What follows belongs to an exercise in optimizing a design on an open flow for small area; a production flow would make more cautious choices.
The RTL was checked by simulation tests, not by an equivalence proof against the original design.
The clock input has no modelled driver; a real chip could not lean on it and would need a root buffer or a full tree.
Power and IR drop assume default switching activity.

==> flow/design.v <==
module simple_spi_wb_bridge (
    input wire clk,
    input wire rst,
    input wire spi_sclk,
    input wire spi_mosi,
    output wire spi_miso,
    input wire spi_cs_n,
    output reg [15:0] wb_adr_o,
    output wire [7:0] wb_dat_o,
    input wire [7:0] wb_dat_i,
    output wire wb_we_o,
    output wire wb_cyc_o,
    output wire wb_stb_o,
    input wire wb_ack_i
);
    reg spi_sclk_d1, spi_sclk_d2, spi_sclk_d3;
    always @(posedge clk) begin
        spi_sclk_d1 <= spi_sclk;
        spi_sclk_d2 <= spi_sclk_d1;
        spi_sclk_d3 <= spi_sclk_d2;
    end
    wire spi_cs_active = !spi_cs_n;
    wire sclk_rise = spi_sclk_d2 && !spi_sclk_d3;
    reg       kind;
    reg [4:0] pos;
    reg [7:0] shift;        
    reg       start;        
    reg       cyc;
    wire in_byte1 = (pos[4:3] == 2'd0);
    wire in_byte4 = (pos[4:3] == 2'd3);
    wire tx_phase = !kind && in_byte4;
    assign spi_miso = !tx_phase | shift[7];
    assign wb_dat_o = shift;
    assign wb_we_o  = kind;
    assign wb_cyc_o = cyc;
    assign wb_stb_o = cyc;
    wire pos_clear = !spi_cs_active || (kind && in_byte1);
    always @(posedge clk) begin
        if (pos_clear)
            pos <= 5'd0;
        else if (sclk_rise)
            pos <= pos + 5'd1;
    end
    always @(posedge clk) begin
        if (!spi_cs_active)
            kind <= 1'b0;
        else if (sclk_rise && ((in_byte1 && spi_mosi) || pos == 5'd31))
            kind <= 1'b1;
    end
    always @(posedge clk) begin
        start <= spi_cs_active && sclk_rise && (pos[4] && pos[2] && pos[1] && pos[0]) &&
                 (kind == pos[3]);
    end
    always @(posedge clk or posedge rst) begin
        if (rst)
            cyc <= 1'b0;
        else if (start)
            cyc <= 1'b1;
        else if (wb_ack_i)
            cyc <= 1'b0;
    end
    always @(posedge clk) begin
        if (wb_ack_i)
            shift <= wb_dat_i;
        else if (sclk_rise)
            shift <= {shift[6:0], spi_mosi};
    end
    always @(posedge clk) begin
        if (sclk_rise && !(kind && in_byte4))
            wb_adr_o <= {wb_adr_o[14:0], spi_mosi};
    end
endmodule
==> flow/config.mk <==
export PLATFORM = sky130hd
export DESIGN_NAME = simple_spi_wb_bridge
export DESIGN_NICKNAME = simple_spi_wb_bridge
export VERILOG_FILES = /design/flow/design.v
export SDC_FILE = /design/flow/constraint.sdc
export NUM_CORES = 4
export LEC_CHECK = 0
export CAP_MARGIN = 20
export CORE_MARGIN = 2
export CORE_UTILIZATION = 40
export PLACE_DENSITY = 0.9
export SLEW_MARGIN = 20
==> flow/constraint.sdc <==
create_clock -name core_clock -period 5.0 [get_ports {clk}]
set_input_delay 1.0000 -clock core_clock [delete_from_list [all_inputs] [get_ports {clk}]]
set_output_delay 1.0000 -clock core_clock [all_outputs]
set_load 0.01 [all_outputs]
standard.sh (not shown) runs the stock make flow with config.mk's settings and CLKGATE_MAP_FILE= SYNTH_SCRIPT=/design/flow/synth_recipe.tcl, a recipe that flattens the netlist after the stock synthesis.
==> flow/flow/run.sh <==
#!/bin/bash
# The standard layout (standard.sh), with these changes:
# - synthesis maps the combinational logic with an area-oriented abc script
#   (flow/synth.tcl, flow/area.abc); registers are mapped as in the standard
#   synthesis;
# - the port buffers are the smallest buffer cell;
# - the clock tree is three buffers driven by the clock port, each driving a
#   third of the registers (flow/clock_tree.tcl).
# Each tool's log is in orfs/logs/; make's own output is in standard.log.
set -o pipefail
here=$(pwd)
export AREA_ABC_SCRIPT=$here/flow/area.abc
export CLK_BUF=sky130_fd_sc_hd__buf_4
export CLK_BUF_COUNT=3
bash standard.sh finish \
  "SYNTH_SCRIPT=$here/flow/synth.tcl" \
  "AREA_ABC_SCRIPT=$here/flow/area.abc" \
  "BUFFER_PORTS_ARGS=-buffer_cell sky130_fd_sc_hd__buf_1" \
  "PRE_CTS_TCL=$here/flow/clock_tree.tcl" \
  > standard.log 2>&1
==> flow/flow/area.abc <==
strash
balance
rewrite
refactor
balance
rewrite
rewrite -z
balance
refactor -z
rewrite -z
balance
balance
rewrite
refactor
balance
rewrite
rewrite -z
balance
refactor -z
rewrite -z
balance
dch -f
amap
topo
==> flow/flow/synth.tcl <==
# The standard synthesis (synth_recipe.tcl), with the combinational logic
# mapped by an area-oriented abc script. Registers are mapped by dfflibmap
# before abc runs, exactly as in the standard synthesis.
proc synth {args} { yosys synth -nofsm -noshare {*}$args }
proc abc {args} {
  set i [lsearch -exact $args -script]
  if {$i >= 0} { set args [lreplace $args $i [expr {$i + 1}] -script $::env(AREA_ABC_SCRIPT)] }
  yosys abc {*}$args
}
source $::env(SCRIPTS_DIR)/synth.tcl
# left out here: clear keep_hierarchy, flatten, clean up, hide names made inside functions, write 1_2_yosys.v
Other scripts of this flow, unchanged in this note and not shown: flow/flow/clock_tree.tcl
Change:
- CAP_MARGIN: 20 -> 0
- CORE_UTILIZATION: 40 -> 70
- PLACE_DENSITY: 0.9 -> 0.85
- SLEW_MARGIN: 20 -> 0
Result: Final area is lower by about 1.4%; final cell count is lower by 10%; register-to-register slack degrades by 20 ps; routed wire length is lower by 2.6%; critical path depth is unchanged; worst setup slack degrades by 25 ps; die area is lower by 40%; total power hardly moves; sequential cell count does not change; combinational power barely changes.
Change:
--- a/flow/flow/run.sh
+++ b/flow/flow/run.sh
@@ -2,3 +2,4 @@
 # The standard layout (standard.sh), with these changes:
-# - synthesis maps the combinational logic with an area-oriented abc script
+# - synthesis maps the combinational logic with an area-oriented abc script,
+#   without the adder step
 #   (flow/synth.tcl, flow/area.abc); registers are mapped as in the standard
==> flow/flow/area.abc (replaced) <==
strash
dc2
dc2
dch -f
amap
topo
--- a/flow/flow/synth.tcl
+++ b/flow/flow/synth.tcl
@@ -1,4 +1,6 @@
 # The standard synthesis (synth_recipe.tcl), with the combinational logic
-# mapped by an area-oriented abc script. Registers are mapped by dfflibmap
-# before abc runs, exactly as in the standard synthesis.
+# mapped by an area-oriented abc script, and without ORFS's adder step (which
+# maps adders to half-adder cells before abc, out of abc's reach). Registers
+# are mapped by dfflibmap before abc runs, exactly as in the standard
+# synthesis.
 proc synth {args} { yosys synth -nofsm -noshare {*}$args }
@@ -9,2 +11,3 @@
 }
+set ::env(ADDER_MAP_FILE) ""
 source $::env(SCRIPTS_DIR)/synth.tcl
- CAP_MARGIN: 0 -> 20
- CORE_AREA: not set -> 2 2 62 62
- CORE_MARGIN: 2 -> not set
- CORE_UTILIZATION: 70 -> not set
- DIE_AREA: not set -> 0 0 64 64
- PLACE_DENSITY: 0.85 -> not set
- SLEW_MARGIN: 0 -> 20
=> Design area hardly moves; utilization decreases by 43 points; sequential share of layout area is about the same.
Change:
--- a/flow/flow/run.sh
+++ b/flow/flow/run.sh
@@ -2,4 +2,3 @@
 # The standard layout (standard.sh), with these changes:
-# - synthesis maps the combinational logic with an area-oriented abc script,
-#   without the adder step
+# - synthesis maps the combinational logic with an area-oriented abc script
 #   (flow/synth.tcl, flow/area.abc); registers are mapped as in the standard
==> flow/flow/area.abc (replaced) <==
strash
balance
rewrite
refactor
balance
rewrite
rewrite -z
balance
refactor -z
rewrite -z
balance
balance
rewrite
refactor
balance
rewrite
rewrite -z
balance
refactor -z
rewrite -z
balance
dch -f
amap
topo
==> flow/flow/synth.tcl (replaced) <==
# The standard synthesis (synth_recipe.tcl), with the combinational logic
# mapped by an area-oriented abc script. Registers are mapped by dfflibmap
# before abc runs, exactly as in the standard synthesis.
proc synth {args} { yosys synth -nofsm -noshare {*}$args }
proc abc {args} {
  set i [lsearch -exact $args -script]
  if {$i >= 0} { set args [lreplace $args $i [expr {$i + 1}] -script $::env(AREA_ABC_SCRIPT)] }
  yosys abc {*}$args
}
source $::env(SCRIPTS_DIR)/synth.tcl
# left out here: clear keep_hierarchy, flatten, clean up, hide names made inside functions, write 1_2_yosys.v
- CORE_AREA: 2 2 62 62 -> not set
- CORE_MARGIN: not set -> 2
- CORE_UTILIZATION: not set -> 40
- DIE_AREA: 0 0 64 64 -> not set
What happened: Total power rises by 1.5%. Cell count falls by 6.0%. Clock power rises by about 2%. Wire length falls by 7.4%. Area after synthesis rises by 2.9%. Die area falls by 15%. Hold slack gets worse by 7.5 ps.
In every run of this note, the design's own scripts or RTL, not TritonCTS, make the clock network.

==> separate check: timing with driven ports <==
How much do the figures lean on ideal ports? The routed layouts below were timed once more, with nothing changed but the port constraints.
Step 1, drivers: a clkbuf_16 drives clk and a buf_2 each remaining input, both assumed.
Step 2 times the ports against the registers' clock, not the clock port: input delays grow and output delays shrink by t, the midpoint of the rising clock arrivals with the driver on.
Slacks: no drivers / after step 1 / after step 2; pairs: no drivers / after step 1.
run	t (ns)	slack for setup (ns)	worst hold slack (ns)	slew at the worst register clock pin (ns)
the first run	0.172	2.797 / 2.808 / 2.635	0.351 / 0.351 / 0.351	0.11 / 0.11
the second run	0.171	2.772 / 2.779 / 2.608	0.339 / 0.339 / 0.339	0.10 / 0.10
the third run	0.175	2.827 / 2.839 / 2.664	0.337 / 0.337 / 0.337	0.11 / 0.11
the fourth run	0.172	2.864 / 2.876 / 2.704	0.329 / 0.329 / 0.329	0.11 / 0.11
After both steps setup and hold are still met in every run listed. For the second run, which loses most, drivers alone change the setup slack by +0.007 ns; drivers and shift together by -0.164 ns.
